Background: an optimization exercise with open tools, aiming at small area and a short achievable clock period. Do not read the settings as production practice. Function was checked by simulation only, so behaviour that the tests miss may differ from the original. Power is estimated from default activity; no workload was simulated.

Design pow_5_pipe, start of the top module:
module pow_5_pipe
(
    input             clock,
    input      [17:0] n,
    output reg [17:0] n_pow_5
);
For scale: about 560 cells after synthesis, ~110 flip-flops, roughly 37 I/O pins, roughly 5400 µm² of cells after synthesis.
export LEC_CHECK = 0
export CAP_MARGIN = 20
export CORE_MARGIN = 2
export CORE_UTILIZATION = 40
export CTS_BUF_LIST = sky130_fd_sc_hd__clkbuf_4 sky130_fd_sc_hd__clkbuf_8
export CTS_CLUSTER_DIAMETER = 60
export CTS_CLUSTER_SIZE = 40
export PLACE_DENSITY = 0.75
export SETUP_SLACK_MARGIN = 4.3
export SLEW_MARGIN = 20
create_clock -name core_clock -period 6.4 [get_ports {clock}]
run.sh (not shown) runs the stock make flow with config.mk's settings and CLKGATE_MAP_FILE= SYNTH_SCRIPT=/design/flow/synth_recipe.tcl, a recipe that flattens the netlist after the stock synthesis.
Next try:
- SETUP_SLACK_MARGIN: 4.3 -> 4.15
=> Worst setup slack is worse by 69 ps. Final cell count decreases slightly. Utilization decreases by 0.95 points. Combinational power stays flat. Wire length increases by a few percent. Non-clock buffer count decreases by 5. Cell area decreases by a few percent. Total power increases by a few percent. Clock skew increases by 7.0 ps. Count of clock-buffer cells in the layout decreases by 1.
Next try:
- CTS_BUF_LIST: sky130_fd_sc_hd__clkbuf_4 sky130_fd_sc_hd__clkbuf_8 -> sky130_fd_sc_hd__clkbuf_16
- CTS_CLUSTER_DIAMETER: 60 -> not set
- CTS_CLUSTER_SIZE: 40 -> not set
- PLACE_DENSITY: 0.75 -> not set
- SETUP_SLACK_MARGIN: 4.15 -> 4.4
Effect: Non-clock buffer count is higher by 18; final area is higher by 6.0%; power is higher by 6.1%; setup slack improves by 78 ps; area after synthesis is unchanged; count of clock-buffer cells in the layout is lower by 1.
Next try:
- CTS_BUF_LIST: sky130_fd_sc_hd__clkbuf_16 -> sky130_fd_sc_hd__clkbuf_4 sky130_fd_sc_hd__clkbuf_8
- CTS_CLUSTER_DIAMETER: not set -> 60
- CTS_CLUSTER_SIZE: not set -> 40
- SETUP_SLACK_MARGIN: 4.4 -> 4.3
Result: The changed run completed without violations. Cell area drops by a few percent. Routed wire length went down slightly. Combinational power falls slightly.


pow_5_pipe, a different RTL version from the one above (not shown whole).
Size in the first run: about 550 cells after synthesis, roughly 110 flip-flops, ~37 I/O pins, roughly 5400 um2 of cells after synthesis.
clock: 6.4 ns
lec_check: 0
cap_margin: 20
core_margin: 2
core_utilization: 40
cts_buf_list: sky130_fd_sc_hd__clkbuf_4 sky130_fd_sc_hd__clkbuf_8
cts_cluster_diameter: 60
cts_cluster_size: 40
place_density: 0.75
setup_slack_margin: 4.2
slew_margin: 20
Edit:
==> flow/flow/run.sh (new file) <==
#!/bin/bash
set -o pipefail
export BUFFER_PORTS_ARGS="-buffer_cell sky130_fd_sc_hd__buf_1"
export RECOVER_POWER=100
export CTS_ARGS="-sink_clustering_enable -repair_clock_nets -dont_use_dummy_load -sink_clustering_size 40 -sink_clustering_max_diameter 60 -buf_list {sky130_fd_sc_hd__clkbuf_4 sky130_fd_sc_hd__clkbuf_8}"
bash standard.sh finish > standard.log 2>&1
==> flow/standard.sh (new file) <==
#!/bin/bash
# synth_recipe.tcl (not shown) runs the flow's synth.tcl, then flattens the netlist and writes it again
# the make line also repeats each setting of config.mk as NAME=value (left out here)
make -C /OpenROAD-flow-scripts/flow DESIGN_CONFIG=/design/flow/config.mk WORK_HOME=/design/flow/orfs CLKGATE_MAP_FILE= SYNTH_SCRIPT=/design/flow/synth_recipe.tcl "${@:-finish}"
removed: flow/run.sh
After rerunning:
- The changed run finished but failed the layout checks on capacitance limit, slew limit
- power decreases by 6.6%
- design area is lower by 5.3%
- sequential cell count does not change
- fmax went down by 38%
- global-route usage goes down by 0.12 points
- synthesized area is unchanged


## run A
pow_5_pipe again, from the RTL that the note above started with.
## pow_5_pipe
module pow_5_pipe
(
    input             clock,
    input      [17:0] n,
    output reg [17:0] n_pow_5
);
clock: 6.4 ns
lec_check: 0
cap_margin: 20
core_margin: 2
core_utilization: 40
cts_buf_list: sky130_fd_sc_hd__clkbuf_4 sky130_fd_sc_hd__clkbuf_8
cts_cluster_diameter: 60
cts_cluster_size: 40
place_density: 0.75
setup_slack_margin: 4.4
slew_margin: 20
Stock flow here: none of the scripts above is used.
Per the final summary, run A finished and its layout is clean on timing, DRC and antenna.
> inputs changed (run A -> run B)
- changing SETUP_SLACK_MARGIN from 4.4 to 4.2
==> flow/flow/run.sh (new file) <==
#!/bin/bash
# The standard layout, with these changes to how the layout is made:
#  - synthesis skips Yosys's early "abc -fast" pass (synth -noabc), so that extract_fa
#    finds the carry-save adder tree as the RTL writes it; everything else in the
#    synthesis script is the standard flow's (including -nofsm -noshare, flatten and renaming)
#  - port buffers use sky130_fd_sc_hd__buf_1 (every input and output still gets its own buffer)
#  - clock tree synthesis does not add dummy load cells
set -o pipefail
export BUFFER_PORTS_ARGS="-buffer_cell sky130_fd_sc_hd__buf_1"
export CTS_ARGS="-sink_clustering_enable -repair_clock_nets -dont_use_dummy_load -sink_clustering_size 40 -sink_clustering_max_diameter 60 -buf_list {sky130_fd_sc_hd__clkbuf_4 sky130_fd_sc_hd__clkbuf_8}"
sed '1s/yosys synth -nofsm -noshare /yosys synth -nofsm -noshare -noabc /' synth_recipe.tcl > flow_synth.tcl
sed "s#SYNTH_SCRIPT=[^ ]*synth_recipe.tcl#SYNTH_SCRIPT=$PWD/flow_synth.tcl#" standard.sh > flow_standard.sh
grep -q -- "-noabc" flow_synth.tcl && grep -q "flow_synth.tcl" flow_standard.sh || { echo "could not set up synthesis script" > standard.log; exit 1; }
bash flow_standard.sh finish > standard.log 2>&1
==> flow/standard.sh (new file) <==
#!/bin/bash
# synth_recipe.tcl (not shown) runs the flow's synth.tcl, then flattens the netlist and writes it again
# the make line also repeats each setting of config.mk as NAME=value (left out here)
make -C /OpenROAD-flow-scripts/flow DESIGN_CONFIG=/design/flow/config.mk WORK_HOME=/design/flow/orfs CLKGATE_MAP_FILE= SYNTH_SCRIPT=/design/flow/synth_recipe.tcl "${@:-finish}"
removed: flow/run.sh
--- outcome ---
Aggregate routed wire length ended up 3.2% lower on run B than on run A. Actual transition at the worst max-transition pin: run B vs run A up 0.040 ns. Looking at end point of the critical path, the n_pow_5[17] result is from run B; the t_3[16] one comes from run A. Changes observed in run B relative to run A: power dissipated in sequential cells flat; count of plain and timing-repair buffers in the layout moved down; design area moved down. Going from run A to run B, the standby leakage power was found to have gone down by about 14%. Run B vs run A on required arrival time at the worst endpoint: run B is the higher one. Delta(minimum clock period, run B - run A) > 0. Effective utilization at floorplan was higher in run B than in run A. Between run A and run B, multi-input combinational cell count increased.
Edits applied to the flow inputs when going from run B to run C:
- swapping 4.2 for 4.25 in SETUP_SLACK_MARGIN
--- outcome ---
Each of the runs, namely run C and run B, reached the end of the flow and came out clean. Minimum period implied by the final worst setup slack came out higher on run C than on run B. Across both runs, post-CTS repair timing setup buffer count was higher for run C than for run B. Of run C and run B, the run reporting the higher non-clock buffer share of cell area was run C. Re required time at the endpoint of the critical path: run B was higher than run C. Run C ended up with a higher power consumed by combinational cells than run B did.

==> static timing again, ports no longer ideal <==
The results above use ideal ports. As a check the final layouts listed here were re-extracted and re-timed, cells and wires unchanged.
Step 1 sets driving cells, clkbuf_16 on the clock port and buf_2 on the other inputs (assumed; they add their load-dependent delay and slew).
Step 2 times the ports against the registers' clock, not the clock port: input delays grow and output delays shrink by t, the midpoint of the rising clock arrivals with the driver on.
a / b / c = ideal / step 1 / step 2; a / b = the first two.
run	t, ns	setup slack, ns	hold slack, ns	worst setup path after step 2	cell pins on the clock port's net
the first run of note 1	0.410	4.176 / 4.176 / 4.176	0.330 / 0.330 / 0.330	register to register	1
the second run of note 1	0.410	4.108 / 4.108 / 4.108	0.327 / 0.327 / 0.327	register to register	1
the third run of note 1	0.395	4.186 / 4.186 / 4.186	0.329 / 0.329 / 0.329	register to register	1
the fourth run of note 1	0.425	4.169 / 4.169 / 4.169	0.333 / 0.333 / 0.333	register to register	1
the first run of note 2	0.415	4.194 / 4.194 / 4.194	0.333 / 0.333 / 0.333	register to register	1
the second run of note 2	0.409	2.824 / 2.824 / 2.824	0.311 / 0.311 / 0.311	register to register	1
run A	0.404	4.204 / 4.204 / 4.204	0.329 / 0.329 / 0.329	register to register	1
run B	0.413	4.180 / 4.180 / 4.180	0.312 / 0.312 / 0.312	register to register	1
run C	0.400	4.173 / 4.173 / 4.173	0.323 / 0.323 / 0.323	register to register	1
